From an optimization exercise on the open Yosys and OpenROAD flow, aimed at small area; shortcuts taken in it are not production practice. No functional check of the RTL was part of any run shown here. Power is estimated from default activity; no workload was simulated.

==> flow/design.v (outline; a module is shown in full before it is edited, if it fits) <==
// module h_lcd: 2169 lines
module h_lcd(state, eval, success, clk_in, rst, rs, e, data);
  // ...
==> flow/flow/run.sh <==
#!/bin/bash
# Layout flow: the standard ORFS flow (standard.sh) with these changes,
# all aimed at cell area:
#  - synthesis maps the logic with an area-only ABC script
#    (flow/abc_area.script: strash; dch -f; map -a) in place of ORFS's
#    abc_area.script, which maps for delay and then buffers and upsizes;
#    Yosys's own early ABC run and the half/full-adder extraction are skipped
#    (SYNTH_ARGS=-noabc, ADDER_MAP_FILE empty), so ABC sees the design's
#    logic as written;
#  - the port buffers are sky130_fd_sc_hd__buf_1.
# Every script is ORFS's own, copied unchanged apart from abc_area.script.
# All tool output goes to make.log and to ORFS's logs under orfs/logs.
set -euo pipefail
W=$(pwd)
rm -rf "$W/scripts"
cp -r "$FLOW_HOME/scripts" "$W/scripts"
cp "$W/flow/abc_area.script" "$W/scripts/abc_area.script"
bash "$W/standard.sh" SCRIPTS_DIR="$W/scripts" SYNTH_ARGS=-noabc ADDER_MAP_FILE= \
  BUFFER_PORTS_ARGS="-buffer_cell sky130_fd_sc_hd__buf_1" finish > "$W/make.log" 2>&1
==> flow/flow/abc_area.script <==
strash
dch -f
map -a
topo
==> flow/standard.sh <==
#!/bin/bash
# synth_recipe.tcl (not shown) runs the flow's synth.tcl, then flattens the netlist and writes it again
# the make line also repeats each setting of config.mk as NAME=value (left out here)
make -C /OpenROAD-flow-scripts/flow DESIGN_CONFIG=/design/flow/config.mk WORK_HOME=/design/flow/orfs CLKGATE_MAP_FILE= SYNTH_SCRIPT=/design/flow/synth_recipe.tcl "${@:-finish}"
==> flow/config.mk <==
export PLATFORM = sky130hd
export DESIGN_NAME = h_lcd
export DESIGN_NICKNAME = h_lcd
export VERILOG_FILES = /design/flow/design.v
export SDC_FILE = /design/flow/constraint.sdc
export NUM_CORES = 4
export LEC_CHECK = 0
export ABC_AREA = 1
export CAP_MARGIN = 20
export CORE_MARGIN = 2
export CORE_UTILIZATION = 40
export CTS_BUF_LIST = sky130_fd_sc_hd__clkbuf_4
export CTS_CLUSTER_DIAMETER = 200
export CTS_CLUSTER_SIZE = 30
export GPL_TIMING_DRIVEN = 0
export SETUP_SLACK_MARGIN = 0.4
export SLEW_MARGIN = 20
==> flow/constraint.sdc <==
create_clock -name core_clock -period 5.0 [get_ports {clk_in}]
set_input_delay 1.0000 -clock core_clock [delete_from_list [all_inputs] [get_ports {clk_in}]]
set_output_delay 1.0000 -clock core_clock [all_outputs]
set_load 0.01 [all_outputs]
==> impl_metrics.json, run 1 <==
{
  "intPower_mw": 0.2166,
  "hold_ws_ps": 536.9,
  "antenna_found_initial": 0,
  "pre_cts_slack_ps": -322.8,
  "critical_path_depth": 9,
  "leakage_nw": 0.8534,
  "finalCritPeriodShare_pct": 91.82,
  "synth.top_cell.area_share_pct": 19.35,
  "ff2ff_path_depth": 10,
  "clkTransAtPathRegs_ps": 80,
  "end_kind": "primary output",
  "htree_levels": 1,
  "tapCellCount": 75,
  "final_cell_mix": "nor2_1, clkinv_1, a21oi_1, nand2_1, o21ai_0",
  "ys_async_sr_fraction_pct": 0,
  "postLayoutCellArea_um2": 2840,
  "cts_setup_buffers": 0,
  "seq_share_pct": 12.38,
  "clkbuf_count": 4,
  "avgSynthCellArea_um2": 5.405,
  "min_to": "k[0]",
  "grt_setup_unrepaired": "false",
  "synth_edf_count": 4,
  "status": "timing/DRC/antenna clean",
  "wl_met2_um": 5693,
  "buf_share_pct": 3.700,
  "reg_top3": "k: 4 flops, m: 4 flops, p: 4 flops",
  "grt_usage_pct": 39.75,
  "fin_crit_ps": 4591,
  "drt-met1-wl_um": 4681,
  "power_switching_mw": 0.1681,
  "drv_cap": 0,
  "port_buffers": 16,
  "grt_use_met3_pct": 16.00,
  "busiest_layer": "met2"
}
==> run 2, diff against run 1 <==
--- a/flow/config.mk
+++ b/flow/config.mk
@@ -15,3 +15,3 @@
 export GPL_TIMING_DRIVEN = 0
-export SETUP_SLACK_MARGIN = 0.4
+export SETUP_SLACK_MARGIN = 0.3
 export SLEW_MARGIN = 20
==> run 2 against run 1 <==
  * Combinational power down 5%
  * Final cell count down 0.53%
  * Hold slack gained 1.4 ps
  * First-iteration DRC count grew 0.30%
  * Worst setup slack worse by 210 ps
==> impl_metrics.json, run 2 <==
{
  "initial_core_util_pct": 41.77,
  "clock_latency_ps": 280,
  "clkTransAtPathRegs_ps": 80,
  "grt_pass1_vias": 3670,
  "antenna_found_initial": 0,
  "nFillCells": 653,
  "synth-main-ff-cell": "dfxtp_1",
  "hp-class": "register to register",
  "wl_per_cell_um": 25.13,
  "die_w_um": 83.10,
  "hpwl_um": 10200,
  "cp_slowest_stage_delay_ps": 780,
  "synth_compound_area_share_pct": 36.60,
  "viasPerCell": 7.271,
  "yosysWarnings": 1,
  "end_kind": "primary output",
  "fin_crit_ps": 4804,
  "netlist_instances": 463,
  "synthXorXnorAreaFrac_pct": 0.7000,
  "yosysMostFrequentCell": "nor2_1",
  "slowest_stage": "edfxtp_1",
  "worstPathMaxFanout": 13,
  "pre_cts_slack_ps": -322.8,
  "cp_common_cell": "clkinv_1",
  "fp.dieH_um": 83.10,
  "synth_cell_types": 32,
  "hold_viol": 0,
  "antennaDiodeCount": 0,
  "grt_pass1_wl_um": 21090,
  "drc": 0,
  "syn-cell-area_um2": 2502,
  "worst_ep_arrival_time_ps": 3800,
  "ys_seq_elements": 15,
  "core_um2": 5991,
  "port_buffers": 16,
  "required_ps": 4000,
  "tightest_slew_ps": 786.9,
  "drive_gt1_share_pct": 7.202,
  "synth_top_family_by_area": "compound AO/OA/AOI/OAI gates",
  "critPathLaunchType": "register",
  "vias": 4079,
  "met2_usage_pct": 58.80,
  "crit_chain": "clkinv_1 -> nor2_1 -> clkinv_1 -> nor2_1 -> clkinv_1 -> o311ai_2 -> a32oi_1 -> o21ai_1 -> buf_1",
  "synth_common_cells": "nor2_1, clkinv_1, a21oi_1, nand2_1, o21ai_0",
  "cts_hold_buf": 0,
  "cts_root_buf": "clkbuf_4",
  "routabilityCongestion": 1.223,
  "synthAdderAreaFrac_pct": 0,
  "cts_buffer_depth": 2,
  "first_pass_iters": 9,
  "htree_levels": 1,
  "syn_nets": 470,
  "final_common_cell": "nor2_1",
  "status": "timing/DRC/antenna clean",
  "relSlewSlack_pct": 47.14,
  "grt_max_degree": 18,
  "synthMuxAreaShare_pct": 0.4500,
  "dieArea_um2": 6905,
  "avgSynthCellArea_um2": 5.405,
  "cts_tree": "done",
  "synth_edf_count": 4,
  "yosysTopAreaCell": "nor2_1",
  "routed_wirelength_um": 14100,
  "area_growth_pct": 11.90,
  "fmax_mhz": 208.2,
  "leakage_nw": 0.8391,
  "clock-sinks": 15,
  "drtAntennaViolNets": 0,
  "power_density_nw_per_um2": 135.1,
  "synth_area_leaders": "nor2_1, clkinv_1, dfxtp_1",
  "synth.top_cell.area_share_pct": 19.35,
  "grt_usage_pct": 39.52,
  "peakVddDrop_v": 0.0001403,
  "cts-buffers-inserted": 3,
  "final_cell_mix": "nor2_1, clkinv_1, a21oi_1, nand2_1, o21ai_0",
  "setup_ws_ps": 196.4,
  "ys_seq_area_share_pct": 13.60,
  "initialDrtViolationCount": 1013,
  "ys_async_sr_fraction_pct": 0,
  "reg_top3": "k: 4 flops, m: 4 flops, p: 4 flops",
  "slew_viol_final": 0,
  "finalCritPeriodShare_pct": 96.07,
  "rows": 28,
  "fin_worst_skew_ps": 0.9365,
  "yosys.area_share.simple_pct": 36.20,
  "grt_overflow": 0,
  "finalSetupViolCount": 0,
  "grt_use_met3_pct": 16.20,
  "use_met1_pct": 46.77,
  "final_nets": 494,
  "tns_ps": 0,
  "busiest_layer": "met2",
  "io_pins": 17,
  "drv_cap": 0,
  "criticalPathCategory": "register to primary output",
  "grt_setup_unrepaired": "true"
}
-- run 2: through the flow --
stage / hold WS [ps] / total power [mW] / util, % / area [um2] / std cells
detailed placement: 510.0 / 0.2875 / 44.34 / 2656 / 554
global placement: 515.2 / 0.2925 / 44.34 / 2656 / 554
finish: 538.3 / 0.3784 / 46.74 / 2800 / 561
floorplan: 473.6 / 0.2410 / - / 2502 / 463
CTS: 532.2 / 0.3621 / 45.32 / 2715 / 558
global route: 565.8 / 0.3945 / 46.74 / 2800 / 561
-- run 2: power by group --
part / switching, mW / internal (mW) / leakage, nW / total (mW)
clock: 0.0382 / 0.0364 / 0.0184 / 0.0746
sequential: 0.0208 / 0.133 / 0.131 / 0.154
combinational: 0.104 / 0.0457 / 0.690 / 0.150
total: 0.163 / 0.215 / 0.839 / 0.378
-- run 2: worst paths after layout --
kind / startpoint / to / slack (ps) / cells past startpoint
worst max register to register: p[2] / m[0] / 1950 / 6
worst min-delay path: k[0] / k[0] / 540 / 1
worst max-delay path: m[2] / data[6] / 200 / 9
worst min register to register: k[0] / k[0] / 540 / 1
-- run 2: what timing repair did --
item	in CTS	in global routing
setup buffers	0	3
endpoints found under the setup margin	7	5
pin swaps	0	0
hold endpoints to repair	0	0
resized for setup	12	21
-- run 2: logic make-up (layout without fill, tap and decap cells) --
kind of cell           after synthesis  count (layout)
AND/OR/NAND/NOR                    220             220
XOR/XNOR                             2               2
flip-flops                          15              15
buffers and inverters               83             106
multiplexers                         1               1
AO/OA/AOI/OAI                      142             142
-- run 2: critical path, delay by kind of cell, from the launching register on --
family / cells / cell delay, ps
compound gates: 3 / 1020
flops: 1 / 780
buf+inv: 4 / 1260
simple gates: 2 / 440
-- run 2: area by class of cell --
class / instances / area [um2] / area share [%]
clock buffer: 4 / 30.03 / 1.072
inverter: 83 / 335.3 / 11.97
multi-input combinational: 365 / 1912 / 68.28
sequential: 15 / 346.6 / 12.38
tap: 75 / 93.84 / 3.351
timing repair buffer: 19 / 82.58 / 2.949
-- run 2: metal layers --
metal,part of all wire (%),vias up
met1,33,1747
met5,0,-
met2,39,457
li1,-,1703
met4,11,0
met3,17,172

re-timing with driven ports:
Ports are ideal in the flow. The routed layouts listed here were re-timed in OpenROAD. Step 1 assumes that a clkbuf_16 drives the clock port and a buf_2 every other input. Step 2, shift: input delay + t, output delay - t, t = (earliest + latest rising clock arrival at the registers) / 2. This alone moves slack from input paths to output paths. Slacks: ideal / step 1 / step 2; pairs: ideal / step 1.
run	shift t [ns]	slack for setup (ns)	clock arrival spread, ns	slew at the worst register clock pin (ns)	worst data-port slew with drivers (ns)
run 1	0.306	0.409 / 0.389 / 0.695	0.004 / 0.005	0.09 / 0.09	0.03
run 2	0.303	0.196 / 0.176 / 0.480	0.001 / 0.001	0.08 / 0.08	0.03
After both steps every run listed still meets setup and hold.
